What follows belongs to an exercise in optimizing a design on an open flow for small area; a production flow would make more cautious choices.
No functional check of the RTL was part of any run shown here.
Power is estimated from default activity; no workload was simulated.

### design.v
module Generating_Frequencies #(parameter Cycles=5000000) (
    input logic clk, reset_n,
    output logic q
);
    generate
        if (Cycles == 5000000) begin : g_lfsr
            localparam logic [22:0] TERM_MASK  = 23'h3efbff;
            localparam logic [22:0] TERM_STATE = 23'h1f8818;
            logic [22:0] x;
            logic        term;
            assign term = ((x & TERM_MASK) == (TERM_STATE & TERM_MASK));
            assign q    = ~term;
            always_ff @(posedge clk) begin
                if (!reset_n || term)
                    x <= '0;
                else
                    x <= {~x[21:0], ~(x[17] ^ x[22])};
            end
        end else begin : g_count
            localparam bitwidth = $clog2(Cycles);
            logic [bitwidth-1:0] counter;
            always_ff @(posedge clk) begin
                if (reset_n == 0)
                    counter <= 0;
                else
                    counter <= (counter + 1) % Cycles;
            end
            assign q = (counter == (Cycles-1)) ? 0 : 1;
        end
    endgenerate
endmodule
### run.sh
#!/bin/bash
# synth_recipe.tcl (not shown) runs the flow's synth.tcl, then flattens the netlist and writes it again
# the make line also repeats each setting of config.mk as NAME=value (left out here)
make -C /OpenROAD-flow-scripts/flow DESIGN_CONFIG=/design/flow/config.mk WORK_HOME=/design/flow/orfs CLKGATE_MAP_FILE= SYNTH_SCRIPT=/design/flow/synth_recipe.tcl finish
### config.mk
export PLATFORM = sky130hd
export DESIGN_NAME = Generating_Frequencies
export DESIGN_NICKNAME = Generating_Frequencies
export VERILOG_FILES = /design/flow/design.v
export SDC_FILE = /design/flow/constraint.sdc
export NUM_CORES = 4
export LEC_CHECK = 0
export ABC_AREA = 1
export CAP_MARGIN = 20
export CORE_MARGIN = 2
export CORE_UTILIZATION = 40
export PLACE_DENSITY = 0.6
export SLEW_MARGIN = 20
### constraint.sdc
create_clock -name core_clock -period 4.0 [get_ports {clk}]
set_input_delay 0.8000 -clock core_clock [delete_from_list [all_inputs] [get_ports {clk}]]
set_output_delay 0.8000 -clock core_clock [all_outputs]
set_load 0.01 [all_outputs]
==> flow_summary.toml, run 1 <==
[worst_setup_path]
critical_path_buf_inv_count = 1
critical_path_peak_fanout = 2
worst_ep_arrival_time_ns = 1.54
critPathLaunchType = "register"
timing.critical_path.to_type = "primary output"
critPathRequiredTime_ns = 3.20
rrSetupSlack_ns = 2.73
critPathTopFamily = "buffers and inverters"
critPathMostFrequentCell = "sky130_fd_sc_hd__nor2_1"
worst_r2r_startpoint = "g_lfsr.x[9]"
r2r.worst_path.cells = 6
reg2reg_to = "g_lfsr.x[10]"
crit_path_top_delay_cell = "sky130_fd_sc_hd__clkdlybuf4s50_1"
crit_chain = "nor2_1, nand2_1, nor2_1, nand3_2, clkdlybuf4s50_1"
setup_cp_type = "reg -> out"
critPathLaunch = "g_lfsr.x[9]"
timing.critical_path.slowest_cell_delay_ns = 0.48

[synth]
synth.most_common_cell = "sky130_fd_sc_hd__nor2_1"
asyncSetResetFlopFracSynth_pct = 0
syn_inst = 73
number_of_enable_type_register_cells_in_the_synthesized_netlist = 0
synthDistinctLibCells = 9
synthTopCellsByArea = "sky130_fd_sc_hd__dfxtp_1 (68%), sky130_fd_sc_hd__nor2_1 (17%), sky130_fd_sc_hd__nand2_1 (4.4%)"
synth.largest_area_cell = "sky130_fd_sc_hd__dfxtp_1"
synth_area_um2 = 679.4
ys_dominant_reg_cell = "sky130_fd_sc_hd__dfxtp_1"
synth-seq-area-share_pct = 67.77
ys.warnings.count = 1
syn_nets = 75
post-synth-top-area-fraction_pct = 67.77
post_synth.cell_area_avg_um2 = 9.307
synth-seq-cells = 23
synth_commonest_cells = "sky130_fd_sc_hd__nor2_1 (31), sky130_fd_sc_hd__dfxtp_1 (23), sky130_fd_sc_hd__nand2_1 (8), sky130_fd_sc_hd__inv_1 (5), sky130_fd_sc_hd__buf_6 (2)"

[cts]
clk-insertion-delay-late_ns = 0.30
cts.path.max_buffers = 2
path_clk_slew_ns = 0.12
cts_root_buffer = "sky130_fd_sc_hd__clkbuf_4"
h_tree_level_count = 1
cts_inserted_buffers = 3
tritoncts = "done"
clock-sinks = 23
post_cts_resized = 0
post-cts-setup-buffer-count = 0
post_cts_hold_buffer_count = 0

[floorplanning]
die_h_um = 45.21
die-width_um = 45.21
fp-row-count = 14
dieArea_mm2 = 0.002044
core_area_mm2 = 0.001541
top_level_ports = 3
initial_utilization_pct = 44.07

[worst_hold_path]
whs_endpoint = "g_lfsr.x[11]"
worstHoldPathType = "reg -> reg"
timing.hold.worst_path_depth = 1
hp-start = "g_lfsr.x[10]"

[outcome]
run_status = "no timing/DRC/antenna violations"

[timing]
fmax_ghz = 0.4274
finalCriticalPeriod_ns = 2.340
hold_viol = 0
final.period_utilization_pct = 58.49
final_number_of_setup_violating_endpoints = 0
timing.max_slew.rel_slack_pct = 73.36
clock_skew_ns = 0.009027
rsz_0062_raised_after_global_routing = "no"
timing.final.max_slew_violations = 0
timing_worst_slew_pin_value_ns = 0.3983
fin_setup_tns_ns = 0

[final_layout]
drive_gt1_share_pct = 7.792
reg_top3 = "g_lfsr.x: 23 flops"
largest_register = "g_lfsr.x"
num-fill-cells = 165
stdcell_area_um2 = 724.4
layout.cells.non_filler = 93
finalNetCount = 80
largest_reg_flops = 23
antenna_cells_inserted = 0
area_growth_from_synthesis_to_layout_pct = 6.630

[global_routing]
gr-total-overflow = 0
antenna_found_initial = 0
first_global_vias = 366
gr-usage-all-layers_pct = 11.49
largest_net_degree_at_the_start_of_global_routing = 24
wire_length_of_the_first_global_routing_pass_um = 1545

[detailed_routing]
drt-total-wl_um = 869
routed-via-count = 400
wl_per_cell_um = 9.344
route.antenna.remaining_nets = 0
post_drt_via_cell_ratio = 4.301
detailedRoute.firstIterationViolations = 0
firstDrtPassIters = 1
post-route-drc-count = 0

[power]
power_frac_clock_pct = 27.2
power.static_leakage_nw = 0.3362
combinationalPowerShare_pct = 4.9
power_switching_share_pct = 22.23
power.total_mw = 0.3747
pwr-share-seq_pct = 67.9
power_per_cell_area_mw_per_mm2 = 517.2
net-switching-power_mw = 0.08329
irDropWorstVdd_uv = 183.7
power_report.internal_total_mw = 0.2914

[flow_run]
drv.max_cap_violation_count = 0

[placed_design]
place.port_buffers = 2
place_congestion = 0.7191
post_dp_cell_area_um2 = 696.9
dp.final_hpwl_um = 593.7
post-place-cells = 89
worst max path at each step:
stage / cells after the start / slack (ns) / end
global route: 5 / 1.52 / q
detailed placement: 5 / 1.99 / q
global placement: 4 / 1.99 / q
floorplan: 3 / 2.49 / q
CTS: 5 / 1.63 / q
finish: 5 / 1.66 / q
cell type report:
| cell class | instances | area (um^2) | area share (%) |
|---|---|---|---|
| clock inverters | 1 | 5.005 | 0.6908 |
| repair buffers | 2 | 20.02 | 2.763 |
| flip-flops and latches | 23 | 460.4 | 63.56 |
| inverters | 5 | 18.77 | 2.591 |
| clock buffers | 3 | 22.52 | 3.109 |
| well taps | 16 | 20.02 | 2.763 |
| multi-input cells | 43 | 177.7 | 24.52 |
layer usage:
| metal | share of wire, % | vias up | track usage [%] | wire, um |
|---|---|---|---|---|
| met1 | 59 | 173 | 15.40 | 509 |
| met5 | 0 | - | 0 | 0 |
| met2 | 37 | 3 | 13.43 | 324 |
| met4 | 1.7 | 0 | 12.35 | 15 |
| li1 | - | 222 | - | - |
| met3 | 2.3 | 2 | 3.600 | 20 |
kinds of logic after synthesis:
group	synth area share (%)
XOR/XNOR	1.289
flip-flops	67.77
buffers and inverters	6.077
AND/OR/NAND/NOR	24.86
power groups by stage:
stage | Clock [mW] | Combinational, mW | Sequential, mW
after floorplan | 0 | 0.0169 | 0.258
after detailed placement | 0 | 0.0187 | 0.260
final | 0.102 | 0.0183 | 0.255
after global placement | 0 | 0.0185 | 0.260
after global routing | 0.116 | 0.0219 | 0.257
after CTS | 0.108 | 0.0189 | 0.255
placed cells by master (no fill, tap or decap):
cell type                         instances
sky130_fd_sc_hd__clkbuf_4                 3
sky130_fd_sc_hd__nor2_1                  31
sky130_fd_sc_hd__nand2_1                  8
sky130_fd_sc_hd__clkinv_2                 1
sky130_fd_sc_hd__xor2_1                   1
sky130_fd_sc_hd__nand3_2                  1
sky130_fd_sc_hd__clkdlybuf4s50_1          2
sky130_fd_sc_hd__dfxtp_1                 23
sky130_fd_sc_hd__or2_0                    1
sky130_fd_sc_hd__inv_1                    5
sky130_fd_sc_hd__nand2_2                  1
stage by stage:
step           setup WS (ns)  utilization (%)  hold WS [ns]
2_1_floorplan          2.487                -        0.3682
3_3_place_gp           1.994            45.21        0.3705
3_5_place_dp           1.992            45.21        0.3764
4_1_cts                1.629            47.00        0.3900
5_1_grt                1.516            47.00        0.4238
6_report               1.660            47.00        0.3828
==> run 2: changes to the inputs <==
==> design.v (replaced) <==
module Generating_Frequencies #(parameter Cycles=5000000) (
    input logic clk, reset_n,
    output logic q
);
    parameter bitwidth =$clog2(Cycles);
	 logic [bitwidth-1:0] counter;
    always_ff @(posedge clk)  
    begin
        if (reset_n == 0)
            counter <= 0;
        else
            counter <= (counter + 1) % Cycles;
    end
    assign q = (counter == (Cycles-1))? 0:1;  
endmodule
--- a/config.mk
+++ b/config.mk
@@ -7,3 +7,2 @@
 export LEC_CHECK = 0
-export ABC_AREA = 1
 export CAP_MARGIN = 20
==> flow_summary.toml, run 2 <==
[outcome]
run_status = "no timing/DRC/antenna violations"

[worst_setup_path]
crit_path_top_delay_cell = "sky130_fd_sc_hd__o311ai_2"
crit_chain = "ha_1, nand3_2, nor4_1, a21oi_1, o21ai_0, a21oi_1, o311ai_2, nand2_2, a211oi_1, o21a_1"
critical_path_buf_inv_count = 0
critPathMostFrequentCell = "sky130_fd_sc_hd__a21oi_1"
critPathRequiredTime_ns = 4.22
reg2reg_to = "counter[15]"
worst_ep_arrival_time_ns = 3.64
r2r.worst_path.cells = 10
setup_cp_type = "reg -> reg"
critPathTopFamily = "compound AO/OA/AOI/OAI gates"
critPathLaunch = "counter[0]"
critical_path_peak_fanout = 13
critPathLaunchType = "register"
rrSetupSlack_ns = 0.59
timing.critical_path.slowest_cell_delay_ns = 0.62
worstSetupEndpoint = "counter[15]"
critical_path_cell_count = 10
timing.critical_path.to_type = "register"
worst_r2r_startpoint = "counter[0]"

[final_layout]
area_growth_from_synthesis_to_layout_pct = 4.682
antenna_cells_inserted = 0
largest_reg_flops = 23
drive_gt1_share_pct = 9.283
largest_register = "counter"
stdcell_area_mm2 = 0.001958
reg_top3 = "counter: 23 flops"
layout_commonest_cell = "sky130_fd_sc_hd__nor2_1"
finalNetCount = 242
num-fill-cells = 453
layout.cells.non_filler = 289
layout_common_cells = "sky130_fd_sc_hd__nor2_1 (37), sky130_fd_sc_hd__dfxtp_1 (23), sky130_fd_sc_hd__nand2_1 (17)"
post-route-util_pct = 44.06

[placed_design]
place.port_buffers = 2
dp.final_hpwl_um = 3460
post_dp_cell_area_mm2 = 0.001913
post-place-cells = 285
place_congestion = 0.9299
dp_slack_ns = 0.6806

[floorplanning]
top_level_ports = 3
initial_utilization_pct = 42.09
die_h_um = 72.39
core_area_mm2 = 0.004444
dieArea_mm2 = 0.005240
fp-row-count = 24
die-width_um = 72.39

[global_routing]
gr-total-overflow = 0
wire_length_of_the_first_global_routing_pass_um = 7990
largest_net_degree_at_the_start_of_global_routing = 19
first_global_vias = 1608
antenna_found_initial = 0
gr-usage-all-layers_pct = 19.08

[detailed_routing]
route.antenna.remaining_nets = 0
drt-total-wl_um = 4658
detailedRoute.firstIterationViolations = 139
post_drt_via_cell_ratio = 6.149
firstDrtPassIters = 5
post-route-drc-count = 0
routed-via-count = 1777
wl_per_cell_um = 16.12

[timing]
hold_viol = 0
timing.max_slew.rel_slack_pct = 57.44
clock_skew_ns = 0.005537
finalCriticalPeriod_ns = 3.414
timing.final.ws_setup_ns = 0.5865
final_number_of_setup_violating_endpoints = 0
fmax_ghz = 0.2930
timing.final.max_slew_violations = 0
timing_worst_slew_pin_value_ns = 0.6374
final.period_utilization_pct = 85.34
fin_setup_tns_ns = 0
rsz_0062_raised_after_global_routing = "no"

[synth]
synth-seq-area-share_pct = 24.62
synth.largest_area_cell = "sky130_fd_sc_hd__dfxtp_1"
synth.most_common_cell = "sky130_fd_sc_hd__nor2_1"
asyncSetResetFlopFracSynth_pct = 0
synthTopCellsByArea = "sky130_fd_sc_hd__dfxtp_1 (25%), sky130_fd_sc_hd__nor2_1 (7.4%), sky130_fd_sc_hd__xnor2_1 (7.0%)"
post_synth.cell_area_avg_um2 = 7.794
synth-seq-cells = 23
syn_inst = 240
ys.warnings.count = 1
number_of_enable_type_register_cells_in_the_synthesized_netlist = 0
synthDistinctLibCells = 56
ys_dominant_reg_cell = "sky130_fd_sc_hd__dfxtp_1"
post-synth-top-area-fraction_pct = 24.62
synth_area_mm2 = 0.001871
synth_commonest_cells = "sky130_fd_sc_hd__nor2_1 (37), sky130_fd_sc_hd__dfxtp_1 (23), sky130_fd_sc_hd__nand2_1 (17), sky130_fd_sc_hd__nand3_1 (16), sky130_fd_sc_hd__xnor2_1 (15)"
syn_nets = 244

[cts]
cts_root_buffer = "sky130_fd_sc_hd__clkbuf_8"
post_cts_resized = 0
cts_inserted_buffers = 3
clock-sinks = 23
path_clk_slew_ns = 0.09
cts.path.max_buffers = 2
post_cts_hold_buffer_count = 0
h_tree_level_count = 1
clk-insertion-delay-late_ns = 0.27
post-cts-setup-buffer-count = 0
tritoncts = "done"

[worst_hold_path]
timing.hold.worst_path_depth = 1
worstHoldPathType = "reg -> reg"

[power]
power_per_cell_area_mw_per_mm2 = 202.9
irDropWorstVdd_uv = 119.7
power.static_leakage_nw = 0.6510

[flow_run]
drv.max_cap_violation_count = 0
[run 2: kinds of logic after synthesis]
kind of cell    synth area share, %
compound gates                22.41
xor+xnor                      11.24
fa+ha+maj                     1.338
buf+inv                       4.481
flops                         24.62
mux                          0.6020
simple gates                  35.32
[run 2: per-layer routing]
layer / wire length, um / vias up / global-route usage, %
li1: - / 875 / -
met1: 2239 / 807 / 28.06
met2: 2008 / 88 / 29.77
met3: 343 / 7 / 1.806
met5: 0 / - / 0
met4: 68 / 0 / 5.144
[run 2: final cells by class]
class	instances	area [um^2]	share of cell area, %
multi-input cells	201	1326	67.73
flip-flops and latches	23	460.4	23.51
well taps	52	65.06	3.323
repair buffers	6	50.05	2.556
clock buffers	4	45.04	2.300
inverters	3	11.26	0.5751
[run 2: where the power goes]
part	total, mW	switching, mW	leakage, nW	internal (mW)
Clock	0.151	0.0797	0.0228	0.0713
Combinational	0.0115	0.00709	0.442	0.00443
Sequential	0.235	0.00337	0.186	0.231
Total	0.397	0.0902	0.651	0.307
[run 2: metrics by stage]
stage	hold slack, ns	total power [mW]
floorplan	0.4529	0.2464
global placement	0.4731	0.2519
detailed placement	0.4820	0.2518
CTS	0.5027	0.4034
global route	0.5151	0.4166
finish	0.4967	0.3972
[run 2: worst min path at each step]
stage,from,endpoint,slack [ns]
after global routing,counter[0],counter[0],0.52
after CTS,counter[0],counter[0],0.50
after global placement,counter[0],counter[0],0.47
after floorplan,counter[0],counter[0],0.45
after detailed placement,counter[0],counter[0],0.48
final,counter[0],counter[0],0.50

afterwards: timing with drivers on the ports:
The flow's constraints put no driver on any port. The routed layouts listed below were extracted and timed again, unchanged, in two steps.
Step 1 assumes that a clkbuf_16 drives the clock port and a buf_2 every other input.
Step 2 also shifts input and output timing later by t, the mid clock arrival at the registers, as if the neighbouring blocks saw the same clock.
Three values: no drivers, after step 1, after step 2; two values: the first two.
run | shift t [ns] | slack for setup (ns) | clock arrival spread, ns | slew at the worst register clock pin (ns)
run 1 | 0.317 | 1.660 / 1.642 / 1.959 | 0.009 / 0.009 | 0.12 / 0.12
run 2 | 0.293 | 0.586 / 0.586 / 0.586 | 0.006 / 0.005 | 0.09 / 0.09
After both steps every run listed still meets setup and hold.
